What follows belongs to an exercise in optimizing a design on an open flow for a short achievable clock period and few clock cycles; a production flow would make more cautious choices.
Function was checked by simulation only, so behaviour that the tests miss may differ from the original.
No activity file was given, so power comes from the tool's default toggle rates.

**flow/config.mk**
```make
export PLATFORM = sky130hd
export DESIGN_NAME = ARM_Processor
export DESIGN_NICKNAME = ARM_Processor
export VERILOG_FILES = /design/flow/design.v
export SDC_FILE = /design/flow/constraint.sdc
export NUM_CORES = 4
export LEC_CHECK = 0
export ABC_CLOCK_PERIOD_IN_PS = 5000
export CAP_MARGIN = 20
export CORE_MARGIN = 2
export CORE_UTILIZATION = 65
export SLEW_MARGIN = 20
```
**flow/constraint.sdc**
```tcl
create_clock -name core_clock -period 25.0 [get_ports {Clk}]
set_input_delay 5.0000 -clock core_clock [delete_from_list [all_inputs] [get_ports {Clk}]]
set_output_delay 5.0000 -clock core_clock [all_outputs]
set_load 0.01 [all_outputs]
```
**flow/design.v**
```verilog
module ARM_Processor(input logic Clk, Reset,
                     input logic [31:0] Instr, ReadData,
                     output logic [31:0] PC, WriteData, ALUResult,
                     output logic MemWrite);
	function automatic logic cond_pass(input logic [3:0] c, input logic [3:0] f);
		logic n, z, cc, v;
		{n, z, cc, v} = f;
		case (c)
			4'b0000: cond_pass = z;
			4'b0001: cond_pass = ~z;
			4'b0010: cond_pass = cc;
			4'b0011: cond_pass = ~cc;
			4'b0100: cond_pass = n;
			4'b0101: cond_pass = ~n;
			4'b0110: cond_pass = v;
			4'b0111: cond_pass = ~v;
			4'b1000: cond_pass = ~z & cc;
			4'b1001: cond_pass = z | ~cc;
			4'b1010: cond_pass = ~(n ^ v);
			4'b1011: cond_pass = n ^ v;
			4'b1100: cond_pass = ~z & ~(n ^ v);
			4'b1101: cond_pass = z | (n ^ v);
			default: cond_pass = 1'b1;
		endcase
	endfunction
	localparam int NB = 2;    
	logic [31:0] PC_F, NPC_F;         
	logic        FV_F;                
	logic [3:0]  FC_F;                
	logic [31:0] FPC_F, FPC4_F;       
	logic [31:0] IR, PC4_D, PC8_D, PC12_D;
	logic        V_D, FV_D;
	logic [3:0]  FC_D;
	logic [31:0] FPC_D, FPC4_D;
	logic        V_E;                 
	logic [3:0]  rd_E;
	logic        ld_E, wr_E, s_E, arith_E, sub_E, and_E, orr_E;
	logic [31:0] a_E, b_E;
	logic [31:0] alu_M, ldd_M;
	logic [3:0]  rd_M;
	logic        wr_M, ld_M;
	logic [3:0]  flags;
	logic [31:0] rf [0:14];
	logic        bv [0:NB-1];
	logic [29:0] btag [0:NB-1];       
	logic [3:0]  bcond [0:NB-1];
	logic [31:0] btgt [0:NB-1];
	logic [31:0] btgt4 [0:NB-1];
	logic        bptr;              
	logic        bhit;
	logic [3:0]  bhit_cond;
	logic [31:0] bhit_tgt, bhit_tgt4;
	always_comb begin
		bhit = 1'b0;
		bhit_cond = 4'b0;
		bhit_tgt = 32'b0;
		bhit_tgt4 = 32'b0;
		for (int i = 0; i < NB; i++)
			if (bv[i] && btag[i] == NPC_F[31:2]) begin
				bhit = 1'b1;
				bhit_cond = bhit_cond | bcond[i];
				bhit_tgt = bhit_tgt | btgt[i];
				bhit_tgt4 = bhit_tgt4 | btgt4[i];
			end
	end
	logic [3:0]  cond_D, rn_D, rd_D, rm_D, cmd_D;
	logic [1:0]  op_D;
	logic        i_D, s_D, l_D;
	assign cond_D = IR[31:28];
	assign op_D   = IR[27:26];
	assign i_D    = IR[25];
	assign cmd_D  = IR[24:21];
	assign s_D    = IR[20];
	assign l_D    = IR[20];
	assign rn_D   = IR[19:16];
	assign rd_D   = IR[15:12];
	assign rm_D   = IR[3:0];
	logic dp_D, mem_D, ld_D, st_D, b_D;
	assign dp_D  = (op_D == 2'b00);
	assign mem_D = (op_D == 2'b01);
	assign ld_D  = mem_D & l_D;
	assign st_D  = mem_D & ~l_D;
	assign b_D   = (op_D == 2'b10);
	logic [31:0] alu_E;
	logic [3:0]  flags_E;    
	logic stall;
	assign stall = V_D & mem_D & V_E & ld_E & wr_E & (rn_D == rd_E);
	function automatic logic [31:0] fwd(input logic [3:0] r);
		if (V_E & wr_E & rd_E == r)
			fwd = ld_E ? ReadData : alu_E;
		else if (wr_M & rd_M == r)
			fwd = ld_M ? ldd_M : alu_M;
		else
			fwd = rf[r];
	endfunction
	function automatic logic [31:0] fwd_a(input logic [3:0] r);
		if (V_E & wr_E & rd_E == r)
			fwd_a = alu_E;
		else if (wr_M & rd_M == r)
			fwd_a = ld_M ? ldd_M : alu_M;
		else
			fwd_a = rf[r];
	endfunction
	logic [31:0] ra_D, rb_D, rs_D, base_D, addr_D;
	assign ra_D   = (rn_D == 4'd15) ? PC8_D : fwd(rn_D);
	assign rb_D   = i_D ? {24'b0, IR[7:0]} : ((rm_D == 4'd15) ? PC8_D : fwd(rm_D));
	assign rs_D   = (rd_D == 4'd15) ? PC8_D : fwd(rd_D);
	assign base_D = (rn_D == 4'd15) ? PC8_D : fwd_a(rn_D);
	assign addr_D = base_D + {20'b0, IR[11:0]};
	logic cx_D;
	assign cx_D = cond_pass(cond_D, flags_E);
	logic [31:0] off_D, tgt_D, tgt4_D;
	assign off_D  = {{6{IR[23]}}, IR[23:0], 2'b00};
	assign tgt_D  = PC8_D + off_D;
	assign tgt4_D = PC12_D + off_D;
	logic kill, taken, redirect, go_D;
	assign kill     = V_D & FV_D & ~cond_pass(FC_D, flags_E);
	assign taken    = V_D & b_D & cx_D;
	assign redirect = kill | taken;
	assign go_D     = V_D & ~stall & ~kill;
	logic [31:0] rtgt, rtgt4;
	assign rtgt  = kill ? FPC_D : tgt_D;
	assign rtgt4 = kill ? FPC4_D : tgt4_D;
	logic [29:0] bpc_D;
	assign bpc_D = PC4_D[31:2] - 30'd1;
	logic [32:0] sum_E;
	logic [31:0] bop_E;
	assign bop_E = sub_E ? ~b_E : b_E;
	assign sum_E = {1'b0, a_E} + {1'b0, bop_E} + {32'b0, sub_E};
	always_comb begin
		if (and_E)      alu_E = a_E & b_E;
		else if (orr_E) alu_E = a_E | b_E;
		else            alu_E = sum_E[31:0];
	end
	logic vflag_E, zflag_E;
	assign vflag_E = (a_E[31] & bop_E[31] & ~sum_E[31]) | (~a_E[31] & ~bop_E[31] & sum_E[31]);
	always_comb begin
		if (and_E)      zflag_E = ~|(a_E & b_E);
		else if (orr_E) zflag_E = ~|(a_E | b_E);
		else            zflag_E = &((a_E ^ bop_E) ~^ {a_E[30:0] | bop_E[30:0], sub_E});
	end
	always_comb begin
		flags_E = flags;
		if (V_E & s_E) begin
			flags_E[3] = alu_E[31];
			flags_E[2] = zflag_E;
			if (arith_E) begin
				flags_E[1] = sum_E[32];
				flags_E[0] = vflag_E;
			end
		end
	end
	always_ff @(posedge Clk) begin
		if (Reset) begin
			PC_F  <= 32'd0;
			NPC_F <= 32'd4;
			FV_F  <= 1'b0;
		end else if (redirect) begin
			PC_F  <= rtgt;
			NPC_F <= rtgt4;
			FV_F  <= 1'b0;
		end else if (!stall) begin
			if (bhit) begin
				PC_F  <= bhit_tgt;
				NPC_F <= bhit_tgt4;
			end else begin
				PC_F  <= NPC_F;
				NPC_F <= NPC_F + 32'd4;
			end
			FV_F   <= bhit;
			FC_F   <= bhit_cond;
			FPC_F  <= NPC_F + 32'd4;
			FPC4_F <= NPC_F + 32'd8;
		end
		if (Reset | redirect)
			V_D <= 1'b0;
		else if (!stall)
			V_D <= 1'b1;
		if (!stall) begin
			IR     <= Instr;
			PC4_D  <= NPC_F;
			PC8_D  <= NPC_F + 32'd4;
			PC12_D <= NPC_F + 32'd8;
			FV_D   <= FV_F;
			FC_D   <= FC_F;
			FPC_D  <= FPC_F;
			FPC4_D <= FPC4_F;
		end
		if (Reset) begin
			for (int i = 0; i < NB; i++) bv[i] <= 1'b0;
			bptr <= 1'b0;
		end else if (taken & ~kill) begin
			bv[bptr]    <= 1'b1;
			btag[bptr]  <= bpc_D;
			bcond[bptr] <= cond_D;
			btgt[bptr]  <= tgt_D;
			btgt4[bptr] <= tgt4_D;
			bptr <= bptr + 1'b1;
		end
		V_E     <= ~Reset & go_D & cx_D & (dp_D | ld_D);
		rd_E    <= rd_D;
		ld_E    <= ld_D;
		wr_E    <= (dp_D & cmd_D != 4'b1010) | ld_D;
		s_E     <= dp_D & s_D;
		arith_E <= cmd_D == 4'b0100 | cmd_D == 4'b0010 | cmd_D == 4'b1010;
		sub_E   <= cmd_D == 4'b0010 | cmd_D == 4'b1010;
		and_E   <= cmd_D == 4'b0000;
		orr_E   <= cmd_D == 4'b1100;
		a_E     <= ra_D;
		b_E     <= rb_D;
		ALUResult <= addr_D;
		WriteData <= rs_D;
		MemWrite <= ~Reset & go_D & st_D & cx_D;
		if (Reset) flags <= 4'b0;
		else       flags <= flags_E;
		alu_M <= alu_E;
		ldd_M <= ReadData;
		rd_M  <= rd_E;
		wr_M  <= ~Reset & V_E & wr_E;
		ld_M  <= ld_E;
		if (wr_M) rf[rd_M] <= ld_M ? ldd_M : alu_M;
	end
	assign PC = PC_F;
endmodule
```
**flow/flow/run.sh**
```bash
#!/bin/bash
# The standard ORFS layout (standard.sh, with its unchanged synthesis), with
# timing repair aiming well below the 25 ns clock so that the achieved period
# shrinks, cell sizing not held to each cell's footprint, and ports buffered
# with buf_4. The SDC, clock period and I/O delays are the standard flow's, unchanged.
set -euo pipefail
bash standard.sh \
  SETUP_SLACK_MARGIN=19 \
  MATCH_CELL_FOOTPRINT=0 \
  "BUFFER_PORTS_ARGS=-buffer_cell sky130_fd_sc_hd__buf_4" \
  finish > flow_make.log 2>&1
```
**flow/standard.sh**
```bash
#!/bin/bash
# synth_recipe.tcl (not shown) runs the flow's synth.tcl, then flattens the netlist and writes it again
# the make line also repeats each setting of config.mk as NAME=value (left out here)
make -C /OpenROAD-flow-scripts/flow DESIGN_CONFIG=/design/flow/config.mk WORK_HOME=/design/flow/orfs CLKGATE_MAP_FILE= SYNTH_SCRIPT=/design/flow/synth_recipe.tcl "${@:-finish}"
```
==> out/metrics.cfg, run 1 <==
[critical_path]
cpLargestDelayFamily = flip-flops
cp.required_ps = 20000
worstPathCellList = buf_6
path_max_fanout = 1
cp-start-kind = flip-flop
timing.rr.end = PC_F[10]
crit_end = WriteData[3]
critPathSlowestCell = dfxtp_4
r2r_slack_ps = 19150
reg2reg_depth = 20
critPathKind = flip-flop to output pin
worst_path_largest_cell_delay_ps = 360
r2r_start = sub_E
cp_num_cells = 1
critPathLaunch = WriteData[3]
critPathBufInv = 1
critPathArrivalTime_ps = 1220
endpoint_kind = output pin

[floorplan]
die_h_um = 315
io_pins = 163
die-area_um2 = 99000
rows = 113
die_w_um = 315
initial_core_util_pct = 65.8
core_um2 = 95300

[clock_tree]
cts.clk_slew.worst_paths_ps = 70
cts_made_buffers = 121
cts_buffer_depth = 3
cts_tree = built
clock-sinks = 1224
cts_root_buffer = clkbuf_16
htree_num_levels = 3
clk_latency_ps = 740

[pwr]
p_leak_nw = 25.4
irDropWorstVdd_mv = 0.122
powerDensity_nw_per_um2 = 74.1

[synth]
synth_top_cell_by_area = edfxtp_1
avgSynthCellArea_um2 = 12.9
syn_nets = 5053
ys_warn_count = 1
yosysTopAreaCellShare_pct = 44.4
synth_edf_count = 928
ys_ff_latch = 1224
muxShareOfSynthArea_pct = 17.9
postSynthCellCount = 4847
yosysUniqueCellTypes = 90
async_flop_share_pct = 0
synth_top_family_by_area = multiplexers
synth_area_um2 = 62700
synth-xor-area-share_pct = 4.55
yosysSeqAreaShare_pct = 53.9
synthTopCellsByArea = edfxtp_1 (44%), mux4_2 (14%), dfxtp_1 (9.5%)
yosys.area_share.simple_pct = 7.82
synth_fa_ha_area_share_pct = 2.84
synth_compound_area_share_pct = 9.97
ys.flop_type = edfxtp_1

[sta]
relSlewSlack_pct = 28.1
finalClockSkew_ps = 27.7
worstMarginPinSlew_ps = 1080
setup-tns-final_ps = 0
finalCritPeriodShare_pct = 24.9
drv_slew = 0
max_freq_mhz = 161
finalWorstSetupSlack_ps = 18780
hold_viol = 0
setup-violations-final = 0
period_minus_slack_ps = 6220
rsz0062_at_grt = yes

[place]
post-place-ws_ps = 17370
place.detailed.hpwl_um = 130000
portBuffers = 162
dp.cells = 6038
gp_congestion = 1.03

[job]
drv_cap = 0

[global_routing]
grt_overflow = 0
grt_use_total_pct = 39.9
antenna_found_initial = 3
grt_pass1_wl_um = 286000
grt_pass1_vias = 41791
grt_max_degree = 111

[layout]
drive_gt1_share_pct = 21.8
utilization_pct = 73.7
final_common_cell = edfxtp_1
nFillCells = 6252
mostFrequentLayoutCells = edfxtp_1 (928), nand2_1 (498), mux4_2 (384)
final-seq-area_um2 = 34000
syn_to_final_growth_pct = 12.0
multi_input_area_um2 = 27300
instances_no_fill = 6309
final_nets = 5140

[status]
status = timing/DRC/antenna clean

[worst_hold_path]
holdPathStages = 0
worstHoldPathType = flip-flop to flip-flop

[drt]
drt-initial-drc-count = 6957
viasPerCell = 7.06
wirelength_um = 199000
drtPass1Iterations = 6
wl_per_cell_um = 31.5
vias = 44560
route.detailed.drc = 0
ant_nets = 0

[kinds of logic after synthesis]
family	Yosys count
buffers and inverters	468
adder cells (fa/ha/maj)	140
XOR/XNOR	324
flip-flops	1224
AND/OR/NAND/NOR	1075
multiplexers	635
AO/OA/AOI/OAI	981
[registers in the layout, summed over array words and instances, names as in the netlist, 60 cells and up, named ones only]
| signal | cells |
|---|---|
| btag | 60 |
| btgt | 64 |
| btgt4 | 60 |
| rf | 480 |
[repair_timing]
item                       CTS  global route
hold buffers                 0             0
setup endpoints to repair  415           346
cloned                       0             3
resized for setup          224            41
buffers inserted             7            28
pin swaps                    1             3
[synthesized netlist by cell type (all sizes together), types with 46 or more instances]
cell type    n
inv        148
clkbuf     223
nor4        46
mux4       384
edfxtp     928
ha         136
a21oi      249
nor3        53
nand2      498
xor2       168
dfxtp      296
o22ai       58
nand3       47
mux2        57
buf         97
o21ai      296
mux2i      194
nor2       231
xnor2      155
[per-layer routing]
metal	GRT usage, %	vias to the layer above	wire (um)
li1	-	18793	-
met5	0	-	13
met4	14.6	2	8440
met1	58.9	22027	76400
met2	55.1	3278	83000
met3	13.9	460	30600
[how the worst min path moves through the flow]
stage / from / endpoint / slack, ps
CTS: FPC_F[1] / FPC_D[1] / 410
detailed placement: FPC_F[15] / FPC_D[15] / 400
floorplan: ld_E / ld_M / 330
finish: FPC_F[1] / FPC_D[1] / 410
global placement: FPC_F[3] / FPC_D[3] / 400
global route: FPC_F[17] / FPC_D[17] / 420
[metrics by stage]
step	cell area, um2	power (mW)	hold WS, ps
3_5_place_dp	65100	3.34	405
3_3_place_gp	65100	3.33	400
5_1_grt	70200	5.35	424
2_1_floorplan	62800	3.01	329
4_1_cts	69800	5.17	414
6_report	70200	5.20	415
[power breakdown]
| part | internal [mW] | switching (mW) |
|---|---|---|
| registers | 2.38 | 0.0998 |
| logic | 0.322 | 0.563 |
| clock network | 1.04 | 0.800 |
| total | 3.74 | 1.46 |
[cell type report]
cell class | count | area share (%)
tap | 1265 | 2.25
sequential | 1224 | 48.4
clock inverter | 67 | 0.809
timing repair buffer | 284 | 3.90
antenna | 2 | 0.00713
multi-input combinational | 3155 | 38.9
clock buffer | 164 | 4.91
inverter | 148 | 0.802
Testbench counts, summed over its fixed seeds: cycles 90,601.
==> run 2, diff against run 1 <==
--- a/flow/design.v
+++ b/flow/design.v
@@ -113,14 +113,26 @@
 	assign off_D  = {{6{IR[23]}}, IR[23:0], 2'b00};
 	assign tgt_D  = PC8_D + off_D;
 	assign tgt4_D = PC12_D + off_D;
-	logic kill, taken, redirect, go_D;
+	logic kill, taken, ekill, redirect, go_D;
 	assign kill     = V_D & FV_D & ~cond_pass(FC_D, flags_E);
 	assign taken    = V_D & b_D & cx_D;
-	assign redirect = kill | taken;
+	logic zres_D, z_after_D;
+	always_comb begin
+		case (cmd_D)
+			4'b0000: zres_D = ~|(ra_D & rb_D);
+			4'b1100: zres_D = ~|(ra_D | rb_D);
+			4'b0100: zres_D = &((ra_D ^ rb_D) ~^ {ra_D[30:0] | rb_D[30:0], 1'b0});
+			default: zres_D = (ra_D == rb_D);
+		endcase
+	end
+	assign z_after_D = (dp_D & s_D & cx_D) ? zres_D : flags_E[2];
+	assign ekill    = V_D & ~kill & ~stall & FV_F & (FC_F[3:1] == 3'b000) &
+	                  (FC_F[0] ? z_after_D : ~z_after_D);
+	assign redirect = kill | taken | ekill;
 	assign go_D     = V_D & ~stall & ~kill;
 	logic [31:0] rtgt, rtgt4;
-	assign rtgt  = kill ? FPC_D : tgt_D;
-	assign rtgt4 = kill ? FPC4_D : tgt4_D;
+	assign rtgt  = kill ? FPC_D : taken ? tgt_D : FPC_F;
+	assign rtgt4 = kill ? FPC4_D : taken ? tgt4_D : FPC4_F;
 	logic [29:0] bpc_D;
 	assign bpc_D = PC4_D[31:2] - 30'd1;
 	logic [32:0] sum_E;
==> flow/flow/run.sh (replaced) <==
#!/bin/bash
# The standard ORFS layout (standard.sh, with its unchanged synthesis), with
# timing repair aiming well below the 25 ns clock so that the achieved period
# shrinks, cell sizing not held to each cell's footprint, and ports buffered
# with buf_8. The SDC, clock period and I/O delays are the standard flow's, unchanged.
set -euo pipefail
bash standard.sh \
  SETUP_SLACK_MARGIN=19 \
  MATCH_CELL_FOOTPRINT=0 \
  "BUFFER_PORTS_ARGS=-buffer_cell sky130_fd_sc_hd__buf_8" \
  finish > flow_make.log 2>&1
--- a/flow/config.mk
+++ b/flow/config.mk
@@ -9,4 +9,6 @@
 export CAP_MARGIN = 20
 export CORE_MARGIN = 2
 export CORE_UTILIZATION = 65
+export CTS_CLUSTER_DIAMETER = 300
+export CTS_CLUSTER_SIZE = 20
 export SLEW_MARGIN = 20
==> run 2 against run 1 <==
Effect of this change: register-to-register slack got worse by 1900 ps; combinational power is 12% higher; worst hold slack got worse by 10 ps; wire length up 9.1%; clock power is 33% lower; non-clock buffer count increased by 43; synthesized cell count up 7.1%; worst setup slack got worse by 1800 ps; critical path type is now input port to flip-flop; critical endpoint is now FPC4_F[8]; largest cell class unchanged.
==> out/metrics.cfg, run 2 <==
[status]
status = timing/DRC/antenna clean

[layout]
drive_gt1_share_pct = 21.2  ; -0.59 points
largest_register = rf
multi_input_area_um2 = 29800  ; +9.2%
largest_register_ffs = 480  ; unchanged
final-seq-area_um2 = 34000  ; about the same
mostFrequentLayoutCells = edfxtp_1 (928), nand2_1 (506), mux4_2 (384)
final_nets = 5532  ; +7.6%
syn_to_final_growth_pct = 11.9  ; about the same
nFillCells = 6390  ; +2.2%
final_common_cell = edfxtp_1
reg_top3 = rf (480), btgt (64)

[pwr]
sw_frac_of_total_pct = 29.7  ; +1.6 points
p_clk_share_pct = 26.4  ; -8.9 points
share_comb_of_total_power_pct = 21.2  ; +4.2 points
power_switching_mw = 1.39  ; -4.7%
power_frac_seq_pct = 52.4  ; +4.7 points
powerDensity_nw_per_um2 = 64.6  ; -13%
irDropWorstVdd_mv = 0.0706  ; -42%
internal_power_mw = 3.30  ; -12%
p_leak_nw = 27.0  ; +6.3%

[synth]
yosysMostFrequentCell = edfxtp_1
synth_area_um2 = 64900  ; +3.5%
ys_top_cells_by_count = edfxtp_1 (928), nand2_1 (506), mux4_2 (384), dfxtp_1 (296), nor2_1 (282)
avgSynthCellArea_um2 = 12.5  ; -3.3%
yosysUniqueCellTypes = 80  ; -11%
postSynthCellCount = 5191  ; +7.1%
ys_ff_latch = 1224  ; unchanged
yosysTopAreaCellShare_pct = 42.9  ; -1.5 points
async_flop_share_pct = 0  ; unchanged
synth_edf_count = 928  ; unchanged
yosysSeqAreaShare_pct = 52.1  ; -1.8 points
synthTopCellsByArea = edfxtp_1 (43%), mux4_2 (13%), dfxtp_1 (9.1%)
ys_warn_count = 1  ; unchanged
ys.flop_type = edfxtp_1
synth_top_cell_by_area = edfxtp_1
syn_nets = 5461  ; +8.1%

[critical_path]
cp.required_ps = 25400  ; +5400 ps
path_max_fanout = 7  ; +6
cpLargestDelayFamily = compound AO/OA/AOI/OAI gates
worstPathCellList = buf_8, a21oi_4, nor2_2, a21oi_2, nor2_1, a21oi_1, o21a_1, ha_4, nor4_4, nand4_1, nor2_2, nand4_1, o21ai_1, a31o_2, a31oi_4, mux2i_4, xnor2_2, a21o_4, buf_12, nor3_4, buf_12, clkbuf_16
cp-start-kind = input port
critPathArrivalTime_ps = 8450  ; +7230 ps
worst_path_largest_cell_delay_ps = 330  ; -30 ps
critPathKind = input port to flip-flop
critPathSlowestCell = nor4_4
critPathBufInv = 4  ; +3
endpoint_kind = flip-flop

[floorplan]
die_h_um = 320  ; +1.7%
die-area_um2 = 102000  ; +3.5%
io_pins = 163  ; unchanged
initial_core_util_pct = 65.8  ; about the same
rows = 115  ; +1.8%
die_w_um = 320  ; +1.7%
core_um2 = 98700  ; +3.6%

[drt]
viasPerCell = 7.19  ; +1.9%
wl_per_cell_um = 32.8  ; +4.3%
vias = 47466  ; +6.5%
ant_nets = 0  ; unchanged
route.detailed.drc = 0  ; unchanged
drt-initial-drc-count = 8253  ; +19%
wirelength_um = 217000  ; +9.1%
drtPass1Iterations = 7  ; +1

[clock_tree]
htree_num_levels = 3  ; unchanged
cts_made_buffers = 71  ; -41%
clock-sinks = 1224  ; unchanged
clk_latency_ps = 710  ; -30 ps
cts_tree = built
ctsHoldBuffers = 0  ; unchanged
cts_root_buffer = clkbuf_16
cts.clk_slew.worst_paths_ps = 90  ; +20 ps
cts_buffer_depth = 3  ; unchanged

[sta]
hold_viol = 0  ; unchanged
max_freq_mhz = 124  ; -23%
setup-violations-final = 0  ; unchanged
rsz0062_at_grt = yes
drv_slew = 0  ; unchanged
finalClockSkew_ps = 34.7  ; +6.99 ps
finalCritPeriodShare_pct = 32.2  ; +7.3 points
period_minus_slack_ps = 8050  ; +1830 ps
timing.hold.ws_ps = 405  ; -10.4 ps
worstMarginPinSlew_ps = 1130  ; +51.4 ps
setup-tns-final_ps = 0  ; unchanged
relSlewSlack_pct = 24.2  ; -3.8 points

[place]
gp_congestion = 0.991  ; -3.5%
place.detailed.hpwl_um = 142000  ; +8.9%
portBuffers = 162  ; unchanged

[global_routing]
grt_pass1_wl_um = 307000  ; +7.4%
grt_overflow = 0  ; unchanged
antenna_found_initial = 6  ; +3
grt_max_degree = 85  ; -23%
grt_pass1_vias = 44580  ; +6.7%
grt_use_total_pct = 41.6  ; +1.7 points

[job]
drv_cap = 0  ; unchanged

[worst_hold_path]
worstHoldPathType = flip-flop to flip-flop

[run 2: cell types whose count changed after synthesis, moves of 18 or more]
cell / delta
o22ai_1: -20
nand4_1: +24
mux2_2: +18
nor2_1: +53
o211ai_1: +69
inv_1: +75
xnor2_1: +43
nand3_1: +50
buf_2: -19
ha_1: +64
o21ai_0: -21
a22oi_1: +29
a21o_1: +31
clkbuf_1: +28
[run 2: area by class of cell]
cell class                      count  share of cell area [%]
Clock inverter                      6                   0.138
Clock buffer                      115                    2.73
Inverter                          223                    1.15
Timing Repair Buffer              327                    5.86
Antenna cell                        1                 0.00345
Multi-Input combinational cell   3415                    41.1
Tap cell                         1287                    2.22
Sequential cell                  1224                    46.8
[run 2: kinds of logic (layout without fill, tap and decap cells)]
logic type      after synthesis  after routing  synth area share, %
xor+xnor                    364            364                 4.91
simple gates               1202           1206                 8.35
buf+inv                     556            671                 3.31
flops                      1224           1224                 52.1
mux                         656            656                 17.7
other cells                   0              1                    0
fa+ha+maj                   204            204                 3.98
compound gates              985            985                 9.74
[run 2: worst paths after layout]
path,from,to,slack (ps),depth (start not counted)
max,ReadData[5],FPC4_F[8],16950,22
min,rd_E[0],rd_M[0],400,0
max reg2reg,sub_E,FPC4_F[8],17250,30
min reg2reg,rd_E[0],rd_M[0],400,0
[run 2: power groups by stage]
stage          sequential [mW]  combinational (mW)  clock, mW
4_1_cts                   2.46               0.931       1.24
3_3_place_gp              2.50               0.887          0
3_5_place_dp              2.50               0.901          0
2_1_floorplan             2.45               0.561          0
5_1_grt                   2.47                1.05       1.30
6_report                  2.46               0.993       1.24
[run 2: routing by layer]
| metal | wire, um | vias to the layer above | track usage (%) | share of wire [%] |
|---|---|---|---|---|
| met1 | 81600 | 23458 | 60.0 | 38 |
| met2 | 90000 | 3738 | 57.8 | 42 |
| li1 | - | 19788 | - | - |
| met4 | 10000 | 2 | 16.4 | 4.6 |
| met5 | 8 | - | 0 | 0.0037 |
| met3 | 34900 | 480 | 15.2 | 16 |
[run 2: metrics by stage]
step	setup slack [ps]	instance area (um2)	util (%)	std cells	power, mW
6_report	16950	72600	73.6	6598	4.69
5_1_grt	16860	72600	73.6	6597	4.81
4_1_cts	17020	71800	72.7	6562	4.62
3_5_place_dp	14820	68700	69.6	6402	3.40
3_3_place_gp	14850	68700	69.6	6402	3.39
2_1_floorplan	15580	65100	-	5191	3.02
[run 2: what timing repair did]
| item | CTS | global route |
|---|---|---|
| setup endpoints to repair | 446 | 441 |
| gates cloned | 15 | 11 |
| pin swaps | 23 | 36 |
| buffers inserted | 24 | 24 |
| gates resized for setup | 210 | 96 |
Testbench counts of run 2, summed over its fixed seeds: cycles 89,343.
==> run 3, diff against run 2 <==
--- a/flow/design.v
+++ b/flow/design.v
@@ -116,17 +116,29 @@
 	logic kill, taken, ekill, redirect, go_D;
 	assign kill     = V_D & FV_D & ~cond_pass(FC_D, flags_E);
 	assign taken    = V_D & b_D & cx_D;
+	function automatic logic [31:0] fwd_m(input logic [3:0] r);
+		if (wr_M & rd_M == r)
+			fwd_m = ld_M ? ldd_M : alu_M;
+		else
+			fwd_m = rf[r];
+	endfunction
+	logic [31:0] za_D, zb_D;
+	assign za_D = (rn_D == 4'd15) ? PC8_D : fwd_m(rn_D);
+	assign zb_D = i_D ? {24'b0, IR[7:0]} : ((rm_D == 4'd15) ? PC8_D : fwd_m(rm_D));
+	logic zld_D;
+	assign zld_D = V_E & wr_E & ((rn_D == rd_E) | (~i_D & rm_D == rd_E));
 	logic zres_D, z_after_D;
 	always_comb begin
 		case (cmd_D)
-			4'b0000: zres_D = ~|(ra_D & rb_D);
-			4'b1100: zres_D = ~|(ra_D | rb_D);
-			4'b0100: zres_D = &((ra_D ^ rb_D) ~^ {ra_D[30:0] | rb_D[30:0], 1'b0});
-			default: zres_D = (ra_D == rb_D);
+			4'b0000: zres_D = ~|(za_D & zb_D);
+			4'b1100: zres_D = ~|(za_D | zb_D);
+			4'b0100: zres_D = &((za_D ^ zb_D) ~^ {za_D[30:0] | zb_D[30:0], 1'b0});
+			default: zres_D = (za_D == zb_D);
 		endcase
 	end
 	assign z_after_D = (dp_D & s_D & cx_D) ? zres_D : flags_E[2];
 	assign ekill    = V_D & ~kill & ~stall & FV_F & (FC_F[3:1] == 3'b000) &
+	                  ~(dp_D & s_D & zld_D) &
 	                  (FC_F[0] ? z_after_D : ~z_after_D);
 	assign redirect = kill | taken | ekill;
 	assign go_D     = V_D & ~stall & ~kill;
@@ -180,6 +192,8 @@
 				NPC_F <= NPC_F + 32'd4;
 			end
 			FV_F   <= bhit;
+		end
+		if (!stall) begin
 			FC_F   <= bhit_cond;
 			FPC_F  <= NPC_F + 32'd4;
 			FPC4_F <= NPC_F + 32'd8;
==> run 3 against run 2 <==
Effect of this change: wire length up 1.7%; sequential power down 6%; die area down 0.64%; synthesized area down 0.64%; largest power group unchanged; global-route usage up 1.0 points; synthesized cell count up 0.77%; non-clock buffer count down 14; still clean; combinational power down 1%; critical endpoint is now WriteData[4]; register-to-register slack better by 1900 ps.
==> out/metrics.cfg, run 3 <==
[floorplan]
die_w_um = 319  ; -0.32%
rows = 115  ; unchanged
die-area_um2 = 102000  ; -0.64%
core_um2 = 98400  ; -0.29%
die_h_um = 319  ; -0.32%
initial_core_util_pct = 65.5  ; -0.23 points
io_pins = 163  ; unchanged

[critical_path]
critPathKind = flip-flop to output pin
worst_path_largest_cell_delay_ps = 420  ; +90 ps
endpoint_kind = output pin
r2r_slack_ps = 19170  ; +1920 ps
cp_num_cells = 1  ; -95%
cp.required_ps = 20000  ; -5400 ps
timing.rr.end = NPC_F[2]
reg2reg_depth = 19  ; -37%
critPathBufInv = 1  ; -3
crit_end = WriteData[4]
critPathArrivalTime_ps = 1220  ; -7230 ps
r2r_start = sub_E
cp-start-kind = flip-flop
critPathSlowestCell = dfxtp_4
cpLargestDelayFamily = flip-flops
worstPathCellList = buf_8
critPathLaunch = WriteData[4]
path_max_fanout = 1  ; -6

[global_routing]
grt_max_degree = 135  ; +59%
grt_pass1_vias = 46079  ; +3.4%
grt_use_total_pct = 42.7  ; +1.0 points
grt_pass1_wl_um = 316000  ; +2.9%
antenna_found_initial = 11  ; +5
grt_overflow = 0  ; unchanged

[synth]
async_flop_share_pct = 0  ; unchanged
syn_nets = 5501  ; +0.73%
yosysMostFrequentCell = edfxtp_1
ys_top_cells_by_count = edfxtp_1 (866), nand2_1 (477), mux4_2 (384), o21ai_0 (321), dfxtp_1 (296)
yosysTopAreaCellShare_pct = 40.3  ; -2.6 points
synth_edf_count = 866  ; -6.7%
ys_ff_latch = 1162  ; -5.1%
avgSynthCellArea_um2 = 12.3  ; -1.4%
postSynthCellCount = 5231  ; +0.77%
ys_warn_count = 1  ; unchanged
synth_top_cell_by_area = edfxtp_1
ys.flop_type = edfxtp_1
yosysSeqAreaShare_pct = 49.5  ; -2.6 points
synthTopCellsByArea = edfxtp_1 (40%), mux4_2 (13%), dfxtp_1 (9.2%)
synth_area_um2 = 64500  ; -0.64%
yosysUniqueCellTypes = 101  ; +26%

[drt]
wirelength_um = 220000  ; +1.7%
vias = 48068  ; +1.3%
route.detailed.drc = 0  ; unchanged
drtPass1Iterations = 6  ; -1
wl_per_cell_um = 33.4  ; +1.8%
ant_nets = 0  ; unchanged
viasPerCell = 7.29  ; +1.4%
drt-initial-drc-count = 7545  ; -8.6%

[clock_tree]
cts_root_buffer = clkbuf_16
htree_num_levels = 3  ; unchanged
cts_buffer_depth = 3  ; unchanged
clk_latency_ps = 700  ; about the same
cts_tree = built
cts.clk_slew.worst_paths_ps = 90  ; about the same
clock-sinks = 1162  ; -5.1%
cts_made_buffers = 68  ; -4.2%

[layout]
fin_area_um2 = 71300  ; -1.8%
final_nets = 5517  ; -0.27%
utilization_pct = 72.5  ; -1.1 points
final_common_cell = edfxtp_1
mostFrequentLayoutCells = edfxtp_1 (866), nand2_1 (475), mux4_2 (384)
reg_top3 = rf (480), btgt (64)
syn_to_final_growth_pct = 10.6
largest_register_ffs = 480  ; unchanged
largest_register = rf
drive_gt1_share_pct = 20.6  ; -0.67 points

[sta]
rsz0062_at_grt = yes
finalCritPeriodShare_pct = 24.9  ; -7.3 points
setup-tns-final_ps = 0  ; unchanged
drv_slew = 0  ; unchanged
relSlewSlack_pct = 29.0  ; +4.8 points
period_minus_slack_ps = 6220  ; -1820 ps
setup-violations-final = 0  ; unchanged
hold_viol = 0  ; unchanged
finalClockSkew_ps = 27.1  ; -7.57 ps
max_freq_mhz = 161  ; +29%
finalWorstSetupSlack_ps = 18780  ; +1820 ps
worstMarginPinSlew_ps = 1060  ; -65.9 ps

[place]
portBuffers = 162  ; unchanged
placed_area_um2 = 68200  ; -0.70%
post-place-ws_ps = 17000  ; +2180 ps
gp_congestion = 1.00  ; +0.84%
place.detailed.hpwl_um = 146000  ; +2.9%

[worst_hold_path]
holdPathStages = 0  ; unchanged
worstHoldPathType = flip-flop to flip-flop
hp-start = rd_E[1]

[pwr]
p_leak_nw = 26.2  ; -3.1%
powerDensity_nw_per_um2 = 63.0  ; -2.5%
p_total_mw = 4.49  ; -4.3%
irDropWorstVdd_mv = 0.0807  ; +14%

[status]
status = timing/DRC/antenna clean

[job]
drv_cap = 0  ; unchanged

==> run 3: through the flow <==
stage	hold slack [ps]	std cells
global placement	409	6421
detailed placement	413	6421
CTS	421	6566
global route	437	6586
finish	419	6590
floorplan	389	5231
==> run 3: logic make-up after synthesis <==
logic type / synth area share (%)
xor gates and xnor gates: 4.96
buffers and inverters: 3.55
DFF: 49.5
muxes: 18.2
adders and majority gates: 4.00
and+or+nand+nor: 8.12
AOI/OAI and AO/OA: 11.6
==> run 3: power by group <==
part           leakage [nW]  total, mW  internal [mW]  switching (mW)
Sequential             10.9       2.32           2.24          0.0872
Clock                 0.950       1.19          0.525           0.666
Combinational          14.3      0.979          0.366           0.613
==> run 3: worst min-delay path by stage <==
stage	slack, ps	end
final	420	rd_M[1]
after global routing	440	rd_M[2]
after CTS	420	rd_M[1]
after floorplan	390	ld_M
after detailed placement	410	rd_M[2]
after global placement	410	rd_M[1]
==> run 3: what timing repair did <==
action                     in CTS  in global routing
buffers inserted               20                 17
gates cloned                    3                  2
pin swaps                       4                  4
resized for setup             190                 58
setup endpoints to repair     379                348
hold buffers                    0                  0
==> run 3: layout make-up <==
| class | count | area (um2) |
|---|---|---|
| Tap cell | 1287 | 1610 |
| Fill cell | 6486 | 27100 |
| Timing Repair Buffer | 313 | 3990 |
| Multi-Input combinational cell | 3486 | 30700 |
| Antenna cell | 4 | 10.0 |
| Clock inverter | 8 | 133 |
| Sequential cell | 1162 | 32200 |
| Clock buffer | 114 | 1870 |
| Inverter | 216 | 826 |
==> run 3: metal layers <==
metal | up-vias | track usage (%) | share of wire [%]
li1 | 20028 | - | -
met1 | 23531 | 56.8 | 35
met2 | 3754 | 66.7 | 46
met3 | 749 | 8.48 | 13
met4 | 6 | 23.0 | 6.6
met5 | - | 0 | 0.019
Testbench counts of run 3, summed over its fixed seeds: cycles 89,343.
==> run 4, diff against run 3 <==
--- a/flow/design.v
+++ b/flow/design.v
@@ -1,3 +1,67 @@
+module FetchNext(input  logic [31:0] Instr,
+                 input  logic [31:0] pc8, pc12,      
+                 input  logic [31:0] npc, npc4,      
+                 input  logic        bhit,           
+                 input  logic [31:0] btgt, btgt4,    
+                 input  logic        rst, redirect, stall,
+                 input  logic [31:0] rtgt, rtgt4,    
+                 input  logic [31:0] pc_cur,         
+                 output logic [31:0] pc_next, npc_next,
+                 output logic        pf);
+	function automatic logic [7:0] add8(input logic [7:0] a, input logic [7:0] b);
+		logic [7:0] p, g, gg, pp, g2, p2;
+		p = a ^ b;
+		g = a & b;
+		gg = g;
+		pp = p;
+		for (int d = 1; d < 8; d = d * 2) begin
+			for (int i = 0; i < 8; i++) begin
+				if (i >= d) begin
+					g2[i] = gg[i] | (pp[i] & gg[i-d]);
+					p2[i] = pp[i] & pp[i-d];
+				end else begin
+					g2[i] = gg[i];
+					p2[i] = pp[i];
+				end
+			end
+			gg = g2;
+			pp = p2;
+		end
+		add8[0] = p[0];
+		for (int i = 1; i < 8; i++) add8[i] = p[i] ^ gg[i-1];
+	endfunction
+	logic isb, sgn;
+	assign isb = Instr[27:26] == 2'b10;
+	assign sgn = Instr[23];
+	assign pf  = isb & (sgn | Instr[31:28] == 4'b1110);
+	logic [7:0] l8, l12;
+	assign l8   = add8(pc8[9:2], Instr[7:0]);
+	assign l12  = add8(pc12[9:2], Instr[7:0]);
+	logic [31:0] ptgt, ptgt4;
+	assign ptgt  = {pc8[31:10], l8, 2'b00};
+	assign ptgt4 = {pc12[31:10], l12, 2'b00};
+	always_comb begin
+		if (rst) begin
+			pc_next  = 32'd0;
+			npc_next = 32'd4;
+		end else if (redirect) begin
+			pc_next  = rtgt;
+			npc_next = rtgt4;
+		end else if (stall) begin
+			pc_next  = pc_cur;
+			npc_next = npc;
+		end else if (pf) begin
+			pc_next  = ptgt;
+			npc_next = ptgt4;
+		end else if (bhit) begin
+			pc_next  = btgt;
+			npc_next = btgt4;
+		end else begin
+			pc_next  = npc;
+			npc_next = npc4;
+		end
+	end
+endmodule
 module ARM_Processor(input logic Clk, Reset,
                      input logic [31:0] Instr, ReadData,
                      output logic [31:0] PC, WriteData, ALUResult,
@@ -29,7 +93,7 @@
 	logic [3:0]  FC_F;                
 	logic [31:0] FPC_F, FPC4_F;       
 	logic [31:0] IR, PC4_D, PC8_D, PC12_D;
-	logic        V_D, FV_D;
+	logic        V_D, FV_D, PT_D;
 	logic [3:0]  FC_D;
 	logic [31:0] FPC_D, FPC4_D;
 	logic        V_E;                 
@@ -63,6 +127,16 @@
 				bhit_tgt4 = bhit_tgt4 | btgt4[i];
 			end
 	end
+	logic [31:0] pc_next, npc_next;
+	logic        pf;
+	logic [31:0] rtgt, rtgt4;
+	logic        redirect;
+	FetchNext fetch_next(.Instr(Instr), .pc8(NPC_F + 32'd4), .pc12(NPC_F + 32'd8),
+	                     .npc(NPC_F), .npc4(NPC_F + 32'd4),
+	                     .bhit(bhit), .btgt(bhit_tgt), .btgt4(bhit_tgt4),
+	                     .rst(Reset), .redirect(redirect), .stall(stall),
+	                     .rtgt(rtgt), .rtgt4(rtgt4), .pc_cur(PC_F),
+	                     .pc_next(pc_next), .npc_next(npc_next), .pf(pf));
 	logic [3:0]  cond_D, rn_D, rd_D, rm_D, cmd_D;
 	logic [1:0]  op_D;
 	logic        i_D, s_D, l_D;
@@ -113,9 +187,17 @@
 	assign off_D  = {{6{IR[23]}}, IR[23:0], 2'b00};
 	assign tgt_D  = PC8_D + off_D;
 	assign tgt4_D = PC12_D + off_D;
-	logic kill, taken, ekill, redirect, go_D;
+	logic kill, taken, ekill, go_D;
 	assign kill     = V_D & FV_D & ~cond_pass(FC_D, flags_E);
 	assign taken    = V_D & b_D & cx_D;
+	logic [8:0] pl8_D, pl12_D;
+	assign pl8_D  = {1'b0, PC8_D[9:2]} + {1'b0, IR[7:0]};
+	assign pl12_D = {1'b0, PC12_D[9:2]} + {1'b0, IR[7:0]};
+	logic PTOK_D;
+	assign PTOK_D = (IR[23] ? (&IR[22:8]) : ~(|IR[22:8])) &
+	                (pl8_D[8] == IR[23]) & (pl12_D[8] == IR[23]);
+	logic bmiss;
+	assign bmiss    = V_D & ((b_D & cx_D) ? ~(PT_D & PTOK_D) : PT_D);
 	function automatic logic [31:0] fwd_m(input logic [3:0] r);
 		if (wr_M & rd_M == r)
 			fwd_m = ld_M ? ldd_M : alu_M;
@@ -140,11 +222,10 @@
 	assign ekill    = V_D & ~kill & ~stall & FV_F & (FC_F[3:1] == 3'b000) &
 	                  ~(dp_D & s_D & zld_D) &
 	                  (FC_F[0] ? z_after_D : ~z_after_D);
-	assign redirect = kill | taken | ekill;
+	assign redirect = kill | bmiss | ekill;
 	assign go_D     = V_D & ~stall & ~kill;
-	logic [31:0] rtgt, rtgt4;
-	assign rtgt  = kill ? FPC_D : taken ? tgt_D : FPC_F;
-	assign rtgt4 = kill ? FPC4_D : taken ? tgt4_D : FPC4_F;
+	assign rtgt  = kill ? FPC_D : bmiss ? (cx_D ? tgt_D : PC4_D) : FPC_F;
+	assign rtgt4 = kill ? FPC4_D : bmiss ? (cx_D ? tgt4_D : PC8_D) : FPC4_F;
 	logic [29:0] bpc_D;
 	assign bpc_D = PC4_D[31:2] - 30'd1;
 	logic [32:0] sum_E;
@@ -175,24 +256,12 @@
 		end
 	end
 	always_ff @(posedge Clk) begin
-		if (Reset) begin
-			PC_F  <= 32'd0;
-			NPC_F <= 32'd4;
-			FV_F  <= 1'b0;
-		end else if (redirect) begin
-			PC_F  <= rtgt;
-			NPC_F <= rtgt4;
-			FV_F  <= 1'b0;
-		end else if (!stall) begin
-			if (bhit) begin
-				PC_F  <= bhit_tgt;
-				NPC_F <= bhit_tgt4;
-			end else begin
-				PC_F  <= NPC_F;
-				NPC_F <= NPC_F + 32'd4;
-			end
-			FV_F   <= bhit;
-		end
+		PC_F  <= pc_next;
+		NPC_F <= npc_next;
+		if (Reset | redirect)
+			FV_F <= 1'b0;
+		else if (!stall)
+			FV_F <= bhit & ~pf;
 		if (!stall) begin
 			FC_F   <= bhit_cond;
 			FPC_F  <= NPC_F + 32'd4;
@@ -204,6 +273,7 @@
 			V_D <= 1'b1;
 		if (!stall) begin
 			IR     <= Instr;
+			PT_D   <= pf;
 			PC4_D  <= NPC_F;
 			PC8_D  <= NPC_F + 32'd4;
 			PC12_D <= NPC_F + 32'd8;
--- a/flow/config.mk
+++ b/flow/config.mk
@@ -5,10 +5,11 @@
 export SDC_FILE = /design/flow/constraint.sdc
 export NUM_CORES = 4
 export LEC_CHECK = 0
-export ABC_CLOCK_PERIOD_IN_PS = 5000
+export ABC_CLOCK_PERIOD_IN_PS = 100
 export CAP_MARGIN = 20
 export CORE_MARGIN = 2
 export CORE_UTILIZATION = 65
 export CTS_CLUSTER_DIAMETER = 300
 export CTS_CLUSTER_SIZE = 20
 export SLEW_MARGIN = 20
+export SYNTH_HIERARCHICAL = 1
==> run 4 against run 3 <==
Effect of this change: clock-buffer cell count is 2 higher; largest cell class is now multi-input combinational cells; synthesized area is 4.0% higher; largest power group unchanged; critical path depth stayed put.
==> out/metrics.cfg, run 4 <==
[layout]
final-seq-area_um2 = 32200  ; about the same
fin_area_um2 = 76400  ; +7.1%
largest_register = rf
largest_register_ffs = 480  ; unchanged
final_common_cell = edfxtp_1
drive_gt1_share_pct = 24.4  ; +3.9 points
reg_top3 = rf (480), btgt (64)
multi_input_area_um2 = 33600  ; +9.5%
syn_to_final_growth_pct = 13.9
instances_no_fill = 7131  ; +8.2%
mostFrequentLayoutCells = edfxtp_1 (867), nand2_1 (470), mux4_2 (384)
nFillCells = 6548  ; +0.96%
utilization_pct = 74.8  ; +2.4 points
final_nets = 5991  ; +8.6%

[synth]
ys_warn_count = 8  ; +7
avgSynthCellArea_um2 = 12.1  ; -2.0%
async_flop_share_pct = 0  ; unchanged
yosysSeqAreaShare_pct = 47.7  ; -1.8 points
synth_area_um2 = 67100  ; +4.0%
ys_top_cells_by_count = edfxtp_1 (867), nand2_1 (473), mux4_2 (384), o21ai_0 (350), mux2i_1 (316)
syn_nets = 5835  ; +6.1%
ys_ff_latch = 1163  ; +0.086%
yosysTopAreaCellShare_pct = 38.8  ; -1.5 points
yosysMostFrequentCell = edfxtp_1
ys.flop_type = edfxtp_1
synthTopCellsByArea = edfxtp_1 (39%), mux4_2 (13%), dfxtp_1 (8.8%)
postSynthCellCount = 5549  ; +6.1%
synth_edf_count = 867  ; +0.12%
synth_top_cell_by_area = edfxtp_1
yosysUniqueCellTypes = 94  ; -6.9%

[drt]
wirelength_um = 247000  ; +12%
viasPerCell = 7.43  ; +1.9%
vias = 53003  ; +10%
drt-initial-drc-count = 8536  ; +13%
ant_nets = 0  ; unchanged
wl_per_cell_um = 34.7  ; +3.8%
drtPass1Iterations = 9  ; +3
route.detailed.drc = 0  ; unchanged

[floorplan]
initial_core_util_pct = 65.7  ; +0.18 points
die_w_um = 325  ; +1.9%
die_h_um = 325  ; +1.9%
rows = 117  ; +1.7%
io_pins = 163  ; unchanged
core_um2 = 102000  ; +3.7%
die-area_um2 = 106000  ; +3.9%

[critical_path]
cp.required_ps = 20000  ; about the same
critPathSlowestCell = dfxtp_4
cp-start-kind = flip-flop
worstPathCellList = buf_8
path_max_fanout = 2  ; +1
critPathArrivalTime_ps = 1200  ; -20 ps
endpoint_kind = output pin
critPathKind = flip-flop to output pin
worst_path_largest_cell_delay_ps = 380  ; -40 ps
critPathBufInv = 1  ; unchanged
cpLargestDelayFamily = flip-flops
r2r_slack_ps = 18960  ; -210 ps

[pwr]
powerDensity_nw_per_um2 = 65.8  ; +4.4%
p_total_mw = 5.02  ; +12%
internal_power_mw = 3.35  ; +7.2%
irDropWorstVdd_mv = 0.0709  ; -12%
p_leak_nw = 28.3  ; +8.3%
p_clk_share_pct = 24.0  ; -2.5 points
power_frac_seq_pct = 48.0  ; -3.7 points
share_comb_of_total_power_pct = 28.1  ; +6.3 points
sw_frac_of_total_pct = 33.3  ; +2.9 points
power_switching_mw = 1.67  ; +22%

[clock_tree]
cts_buffer_depth = 3  ; unchanged
cts_tree = built
htree_num_levels = 3  ; unchanged
cts_made_buffers = 68  ; unchanged
clk_latency_ps = 710  ; about the same
cts_root_buffer = clkbuf_16
clock-sinks = 1163  ; +0.086%
cts.clk_slew.worst_paths_ps = 90  ; about the same

[sta]
finalClockSkew_ps = 43.2  ; +16.1 ps
setup-violations-final = 0  ; unchanged
timing.hold.ws_ps = 449  ; +30.3 ps
hold_viol = 0  ; unchanged
worstMarginPinSlew_ps = 1330  ; +269 ps
rsz0062_at_grt = yes
finalCritPeriodShare_pct = 24.8  ; -0.11 points
setup-tns-final_ps = 0  ; unchanged
finalWorstSetupSlack_ps = 18800  ; +26.8 ps
drv_slew = 0  ; unchanged
period_minus_slack_ps = 6200  ; -26.8 ps
relSlewSlack_pct = 10.2  ; -19 points
max_freq_mhz = 161  ; +0.43%

[place]
post-place-ws_ps = 15840  ; -1170 ps
place.detailed.hpwl_um = 155000  ; +6.1%
dp.cells = 6811  ; +6.1%
gp_congestion = 1.03  ; +2.8%
placed_area_um2 = 70800  ; +3.9%
portBuffers = 162  ; unchanged

[global_routing]
grt_overflow = 0  ; unchanged
grt_max_degree = 77  ; -43%
grt_pass1_wl_um = 345000  ; +9.3%
grt_pass1_vias = 49459  ; +7.3%
grt_use_total_pct = 45.0  ; +2.3 points
antenna_found_initial = 16  ; +5

[worst_hold_path]
worstHoldPathType = flip-flop to flip-flop

[status]
status = timing/DRC/antenna clean

[job]
drv_cap = 0  ; unchanged

## run 4: changes by cell type after synthesis, moves of 62 or more
| cell | previous run | this run |
|---|---|---|
| mux2i_1 | 244 | 316 |
| mux2_2 | 55 | 117 |
| a21oi_1 | 168 | 275 |
| o211ai_1 | 93 | 29 |
| a22o_1 | 21 | 83 |
| nor2_1 | 210 | 283 |
## run 4: cell families (layout without fill, tap and decap cells)
group                      Yosys count  in the layout  synth area share [%]
AOI/OAI and AO/OA                 1142           1145                  11.5
xor gates and xnor gates           369            369                  4.82
adders and majority gates          220            220                  4.17
buffers and inverters              647            849                  3.94
DFF                               1163           1163                  47.7
muxes                              821            821                  19.7
other                                0              6                     0
and+or+nand+nor                   1187           1190                  8.23
## run 4: Yosys stat by module (local to each module, per instance)
module | cell area (um2) | flops+latches | copies in the design
ARM_Processor | 63300 | 1163 | 1
FetchNext | 3750 | 0 | 1
## run 4: power groups by stage
stage               logic, mW  registers [mW]  clock network (mW)
floorplan               0.770            2.39                   0
global placement         1.22            2.45                   0
detailed placement       1.23            2.45                   0
CTS                      1.32            2.40                1.19
global route             1.46            2.42                1.25
finish                   1.41            2.41                1.20
## run 4: timing repair
item / 4_1_cts / 5_1_grt
hold buffers: 0 / 0
setup endpoints to repair: 381 / 316
cloned: 34 / 9
pin swaps: 18 / 16
resized for setup: 304 / 83
buffers inserted: 106 / 43
hold endpoints to repair: 0 / 0
## run 4: per-layer routing
layer / up-vias / GRT usage (%) / wire length, um
li1: 21347 / - / -
met4: 26 / 25.5 / 18600
met5: - / 0 / 246
met1: 25797 / 59.0 / 84700
met2: 4729 / 66.3 / 106000
met3: 1104 / 14.7 / 37600
## run 4: layout make-up
class	count	area share, %
multi-input combinational	3745	44.0
sequential	1163	42.1
timing repair buffer	459	7.69
clock buffer	116	2.49
tap	1368	2.24
inverter	268	1.33
clock inverter	6	0.103
antenna	6	0.0197
## run 4: path summary, 6_finish.rpt
| kind | from | end | cells after the start |
|---|---|---|---|
| setup / recovery | PC_F[9] | PC[9] | 1 |
| hold / removal | rd_E[2] | rd_M[2] | 0 |
| setup reg to reg | flip-flop | NPC_F[5] | 21 |
| hold reg to reg | rd_E[2] | rd_M[2] | 0 |
## run 4: worst register-to-register path, delay by kind of cell, from the launching register on
family                   cells  cell delay [ps]
XOR/XNOR                     1              240
AND/OR/NAND/NOR              6             1470
adder cells (fa/ha/maj)      1              280
AO/OA/AOI/OAI                4              790
flip-flops                   1              430
buffers and inverters        5              930
multiplexers                 4             1780
Testbench counts of run 4, summed over its fixed seeds: cycles 87,469.
==> run 5, diff against run 4 <==
--- a/flow/design.v
+++ b/flow/design.v
@@ -90,10 +90,11 @@
 	localparam int NB = 2;    
 	logic [31:0] PC_F, NPC_F;         
 	logic        FV_F;                
+	logic        FT_F;                
 	logic [3:0]  FC_F;                
 	logic [31:0] FPC_F, FPC4_F;       
 	logic [31:0] IR, PC4_D, PC8_D, PC12_D;
-	logic        V_D, FV_D, PT_D;
+	logic        V_D, FV_D, FT_D, PT_D;
 	logic [3:0]  FC_D;
 	logic [31:0] FPC_D, FPC4_D;
 	logic        V_E;                 
@@ -111,29 +112,57 @@
 	logic [31:0] btgt [0:NB-1];
 	logic [31:0] btgt4 [0:NB-1];
 	logic        bptr;              
-	logic        bhit;
+	logic        brv [0:NB-1];
+	logic [3:0]  brn [0:NB-1];
+	logic [7:0]  bimm [0:NB-1];
+	logic        rec_E;
+	logic [3:0]  rn_E;
+	logic [7:0]  imm8_E;
+	logic        bhit, bpt;
 	logic [3:0]  bhit_cond;
 	logic [31:0] bhit_tgt, bhit_tgt4;
+	logic        wr_D;              
+	logic        bpt_i [0:NB-1];
+	always_comb begin
+		for (int i = 0; i < NB; i++) begin
+			logic [31:0] v;
+			logic haz, z;
+			v = (wr_M & rd_M == brn[i]) ? (ld_M ? ldd_M : alu_M) : rf[brn[i]];
+			haz = (V_D & wr_D & rd_D == brn[i]) | (V_E & wr_E & rd_E == brn[i]);
+			z = (v == {24'b0, bimm[i]});
+			if (brv[i] & ~haz & bcond[i][3:1] == 3'b000)
+				bpt_i[i] = bcond[i][0] ? ~z : z;
+			else
+				bpt_i[i] = 1'b1;
+		end
+	end
 	always_comb begin
 		bhit = 1'b0;
+		bpt = 1'b0;
 		bhit_cond = 4'b0;
 		bhit_tgt = 32'b0;
 		bhit_tgt4 = 32'b0;
 		for (int i = 0; i < NB; i++)
 			if (bv[i] && btag[i] == NPC_F[31:2]) begin
 				bhit = 1'b1;
+				bpt = bpt | bpt_i[i];
 				bhit_cond = bhit_cond | bcond[i];
 				bhit_tgt = bhit_tgt | btgt[i];
 				bhit_tgt4 = bhit_tgt4 | btgt4[i];
 			end
 	end
+	logic [31:0] fgo, fgo4, falt, falt4;
+	assign fgo   = bpt ? bhit_tgt  : NPC_F + 32'd4;
+	assign fgo4  = bpt ? bhit_tgt4 : NPC_F + 32'd8;
+	assign falt  = bpt ? NPC_F + 32'd4 : bhit_tgt;
+	assign falt4 = bpt ? NPC_F + 32'd8 : bhit_tgt4;
 	logic [31:0] pc_next, npc_next;
 	logic        pf;
 	logic [31:0] rtgt, rtgt4;
 	logic        redirect;
 	FetchNext fetch_next(.Instr(Instr), .pc8(NPC_F + 32'd4), .pc12(NPC_F + 32'd8),
 	                     .npc(NPC_F), .npc4(NPC_F + 32'd4),
-	                     .bhit(bhit), .btgt(bhit_tgt), .btgt4(bhit_tgt4),
+	                     .bhit(bhit), .btgt(fgo), .btgt4(fgo4),
 	                     .rst(Reset), .redirect(redirect), .stall(stall),
 	                     .rtgt(rtgt), .rtgt4(rtgt4), .pc_cur(PC_F),
 	                     .pc_next(pc_next), .npc_next(npc_next), .pf(pf));
@@ -155,6 +184,7 @@
 	assign ld_D  = mem_D & l_D;
 	assign st_D  = mem_D & ~l_D;
 	assign b_D   = (op_D == 2'b10);
+	assign wr_D  = (dp_D & cmd_D != 4'b1010) | ld_D;
 	logic [31:0] alu_E;
 	logic [3:0]  flags_E;    
 	logic stall;
@@ -188,7 +218,7 @@
 	assign tgt_D  = PC8_D + off_D;
 	assign tgt4_D = PC12_D + off_D;
 	logic kill, taken, ekill, go_D;
-	assign kill     = V_D & FV_D & ~cond_pass(FC_D, flags_E);
+	assign kill     = V_D & FV_D & (cond_pass(FC_D, flags_E) != FT_D);
 	assign taken    = V_D & b_D & cx_D;
 	logic [8:0] pl8_D, pl12_D;
 	assign pl8_D  = {1'b0, PC8_D[9:2]} + {1'b0, IR[7:0]};
@@ -221,7 +251,7 @@
 	assign z_after_D = (dp_D & s_D & cx_D) ? zres_D : flags_E[2];
 	assign ekill    = V_D & ~kill & ~stall & FV_F & (FC_F[3:1] == 3'b000) &
 	                  ~(dp_D & s_D & zld_D) &
-	                  (FC_F[0] ? z_after_D : ~z_after_D);
+	                  ((FC_F[0] ? ~z_after_D : z_after_D) != FT_F);
 	assign redirect = kill | bmiss | ekill;
 	assign go_D     = V_D & ~stall & ~kill;
 	assign rtgt  = kill ? FPC_D : bmiss ? (cx_D ? tgt_D : PC4_D) : FPC_F;
@@ -263,9 +293,10 @@
 		else if (!stall)
 			FV_F <= bhit & ~pf;
 		if (!stall) begin
+			FT_F   <= bpt;
 			FC_F   <= bhit_cond;
-			FPC_F  <= NPC_F + 32'd4;
-			FPC4_F <= NPC_F + 32'd8;
+			FPC_F  <= falt;
+			FPC4_F <= falt4;
 		end
 		if (Reset | redirect)
 			V_D <= 1'b0;
@@ -278,6 +309,7 @@
 			PC8_D  <= NPC_F + 32'd4;
 			PC12_D <= NPC_F + 32'd8;
 			FV_D   <= FV_F;
+			FT_D   <= FT_F;
 			FC_D   <= FC_F;
 			FPC_D  <= FPC_F;
 			FPC4_D <= FPC4_F;
@@ -291,8 +323,15 @@
 			bcond[bptr] <= cond_D;
 			btgt[bptr]  <= tgt_D;
 			btgt4[bptr] <= tgt4_D;
+			brv[bptr]   <= V_E & rec_E;
+			brn[bptr]   <= rn_E;
+			bimm[bptr]  <= imm8_E;
 			bptr <= bptr + 1'b1;
 		end
+		rec_E   <= dp_D & s_D & i_D & (cmd_D == 4'b0010 | cmd_D == 4'b1010) &
+		           cond_D == 4'b1110 & rn_D != 4'd15;
+		rn_E    <= rn_D;
+		imm8_E  <= IR[7:0];
 		V_E     <= ~Reset & go_D & cx_D & (dp_D | ld_D);
 		rd_E    <= rd_D;
 		ld_E    <= ld_D;
==> run 5 against run 4 <==
Effect of this change: sequential power up 7%; core utilization shrank 1.3 points; worst setup slack got worse by 36 ps; fmax down 0.57%; flip-flop and latch count grew 103; largest cell class unchanged.
==> out/metrics.cfg, run 5 <==
[clock_tree]
clock-sinks = 1266  ; +8.9%
htree_num_levels = 3  ; unchanged
cts_buffer_depth = 3  ; unchanged
cts_root_buffer = clkbuf_16
cts_tree = built
cts.clk_slew.worst_paths_ps = 90  ; about the same
clk_latency_ps = 720  ; about the same
cts_made_buffers = 73  ; +7.4%
ctsHoldBuffers = 0  ; unchanged

[global_routing]
grt_pass1_vias = 55136  ; +11%
grt_use_total_pct = 46.2  ; +1.2 points
grt_pass1_wl_um = 392000  ; +13%
grt_max_degree = 148  ; +92%
grt_overflow = 0  ; unchanged
antenna_found_initial = 14  ; -2

[layout]
final-seq-area_um2 = 35100  ; +9.2%
reg_top3 = rf (480), btgt (64)
largest_register_ffs = 480  ; unchanged
drive_gt1_share_pct = 25.8  ; +1.4 points
instances_no_fill = 7785  ; +9.2%
final_common_cell = edfxtp_1
multi_input_area_um2 = 38600  ; +15%
largest_register = rf
mostFrequentLayoutCells = edfxtp_1 (957), mux4_2 (448), nand2_1 (428)
syn_to_final_growth_pct = 12.0
utilization_pct = 73.5  ; -1.3 points
nFillCells = 7449  ; +14%
final_nets = 6516  ; +8.8%

[critical_path]
path_max_fanout = 2  ; unchanged
worstPathCellList = buf_8
critPathArrivalTime_ps = 1230  ; +30 ps
cpLargestDelayFamily = flip-flops
critPathKind = flip-flop to output pin
cp.required_ps = 20000  ; about the same
worst_path_largest_cell_delay_ps = 420  ; +40 ps
critPathBufInv = 1  ; unchanged
critPathSlowestCell = dfxtp_4
endpoint_kind = output pin
cp_num_cells = 1  ; unchanged
cp-start-kind = flip-flop
reg2reg_depth = 18  ; -14%

[drt]
ant_nets = 0  ; unchanged
wirelength_um = 286000  ; +16%
drtPass1Iterations = 9  ; unchanged
vias = 59566  ; +12%
viasPerCell = 7.65  ; +2.9%
wl_per_cell_um = 36.8  ; +6.1%
route.detailed.drc = 0  ; unchanged
drt-initial-drc-count = 11187  ; +31%

[synth]
synth_edf_count = 957  ; +10%
postSynthCellCount = 6147  ; +11%
ys.flop_type = edfxtp_1
async_flop_share_pct = 0  ; unchanged
synth_top_cell_by_area = edfxtp_1
synth_area_um2 = 75300  ; +12%
yosysUniqueCellTypes = 90  ; -4.3%
ys_warn_count = 9  ; +1
ys_top_cells_by_count = edfxtp_1 (957), mux4_2 (448), nand2_1 (429), o21ai_0 (327), dfxtp_1 (309)
synthTopCellsByArea = edfxtp_1 (38%), mux4_2 (13%), dfxtp_1 (8.2%)
yosysMostFrequentCell = edfxtp_1
syn_nets = 6433  ; +10%
yosysTopAreaCellShare_pct = 38.2  ; -0.65 points
yosysSeqAreaShare_pct = 46.4  ; -1.3 points
ys_ff_latch = 1266  ; +8.9%
avgSynthCellArea_um2 = 12.2  ; +1.3%

[floorplan]
die_h_um = 344  ; +5.9%
io_pins = 163  ; unchanged
core_um2 = 115000  ; +12%
die-area_um2 = 119000  ; +12%
initial_core_util_pct = 65.7  ; about the same
rows = 124  ; +6.0%
die_w_um = 344  ; +5.9%

[place]
place.detailed.hpwl_um = 187000  ; +21%
gp_congestion = 1.05  ; +2.1%
portBuffers = 162  ; unchanged
dp.cells = 7519  ; +10%

[worst_hold_path]
holdPathStages = 0  ; unchanged
worstHoldPathType = flip-flop to flip-flop

[sta]
period_minus_slack_ps = 6230  ; +35.8 ps
setup-violations-final = 0  ; unchanged
rsz0062_at_grt = yes
drv_slew = 0  ; unchanged
relSlewSlack_pct = 19.6  ; +9.5 points
finalClockSkew_ps = 39.9  ; -3.28 ps
worstMarginPinSlew_ps = 1190  ; -139 ps
hold_viol = 0  ; unchanged
finalCritPeriodShare_pct = 24.9  ; +0.14 points
setup-tns-final_ps = 0  ; unchanged
max_freq_mhz = 160  ; -0.57%

[pwr]
p_leak_nw = 31.2  ; +10%
powerDensity_nw_per_um2 = 62.2  ; -5.4%
p_total_mw = 5.25  ; +4.4%
irDropWorstVdd_mv = 0.0833  ; +18%

[job]
drv_cap = 0  ; unchanged

[status]
status = timing/DRC/antenna clean

==> run 5: Yosys stat by module, one instance, submodules excluded <==
module	flops+latches	area [um2]	cells inside	times used
ARM_Processor	1266	71500	5619	1
FetchNext	0	3750	528	1
==> run 5: kinds of logic (layout without fill, tap and decap cells) <==
| group | count (synthesis) | after routing | share of synthesized area [%] |
|---|---|---|---|
| DFF | 1266 | 1266 | 46.4 |
| buffers and inverters | 702 | 821 | 3.74 |
| adders and majority gates | 220 | 220 | 3.72 |
| other | 0 | 5 | 0 |
| AOI/OAI and AO/OA | 1188 | 1190 | 10.8 |
| and+or+nand+nor | 1271 | 1271 | 8.06 |
| xor gates and xnor gates | 409 | 409 | 4.77 |
| muxes | 1091 | 1091 | 22.5 |
==> run 5: timing repair <==
action | in CTS | in global routing
cloned | 16 | 20
pin swaps | 10 | 26
setup endpoints to repair | 401 | 450
resized for setup | 224 | 110
setup buffers | 63 | 49
==> run 5: worst paths after layout <==
| path | slack [ps] | from | end |
|---|---|---|---|
| min reg2reg | 420 | imm8_E[0] | bimm[0][0] |
| max reg2reg | 18990 | rf[2][9] | PC_F[0] |
| max | 18770 | PC_F[30] | PC[30] |
| min | 420 | imm8_E[0] | bimm[0][0] |
==> run 5: through the flow <==
step | setup WS (ps) | hold slack (ps) | instance area, um2
2_1_floorplan | 16340 | 329 | 75800
3_3_place_gp | 17480 | 406 | 79300
3_5_place_dp | 17430 | 411 | 79300
4_1_cts | 18750 | 416 | 82900
5_1_grt | 18750 | 431 | 84300
6_report | 18770 | 415 | 84300
==> run 5: final cells by class <==
cell class | instances | area share [%]
antenna | 5 | 0.0148
inverter | 282 | 1.27
clock buffer | 105 | 2.31
tap | 1512 | 2.24
multi-input combinational | 4181 | 45.8
sequential | 1266 | 41.7
timing repair buffer | 426 | 6.58
clock inverter | 8 | 0.162
==> run 5: per-layer routing <==
metal  GRT usage, %  vias to the layer above  share of wire (%)
met2           64.4                     5731                 41
met4           20.0                        8                6.1
met3           19.3                     1040                 18
li1               -                    23737                  -
met1           63.5                    29050                 34
met5          0.601                        -              0.045
==> run 5: where the power goes <==
part	switching [mW]	total, mW	internal (mW)	leakage [nW]
clock network	0.731	1.28	0.553	0.999
logic	0.858	1.37	0.516	18.2
registers	0.126	2.59	2.46	12.0
total	1.72	5.25	3.53	31.2
Testbench counts of run 5, summed over its fixed seeds: cycles 86,355.

## what the ideal ports hide
Ports are ideal in the flow. The routed layouts listed here were re-timed in OpenROAD.
Step 1 sets driving cells, clkbuf_16 on the clock port and buf_2 on the other inputs (assumed; they add their load-dependent delay and slew).
Step 2, shift: input delay + t, output delay - t, t = (earliest + latest rising clock arrival at the registers) / 2. This alone moves slack from input paths to output paths.
Three values: ideal ports, drivers, drivers and shift; two values: the first two.
run | shift t [ns] | slack for setup (ns) | hold slack, ns | worst slew at a driven data input, ns | pins driven straight from the clock port
run 1 | 0.800 | 18.780 / 18.702 / 18.230 | 0.415 / 0.415 / 0.415 | 0.06 | 1
run 2 | 0.760 | 16.953 / 16.974 / 16.213 | 0.405 / 0.405 / 0.405 | 0.08 | 1
run 3 | 0.770 | 18.775 / 18.696 / 18.328 | 0.419 / 0.419 / 0.419 | 0.09 | 1
run 4 | 0.772 | 18.802 / 18.720 / 18.193 | 0.449 / 0.449 / 0.449 | 0.11 | 1
run 5 | 0.781 | 18.766 / 18.684 / 18.214 | 0.415 / 0.415 / 0.415 | 0.09 | 1
After both steps every run listed still meets setup and hold. For run 2, which loses most, drivers alone change the setup slack by +0.021 ns; drivers and shift together by -0.740 ns.
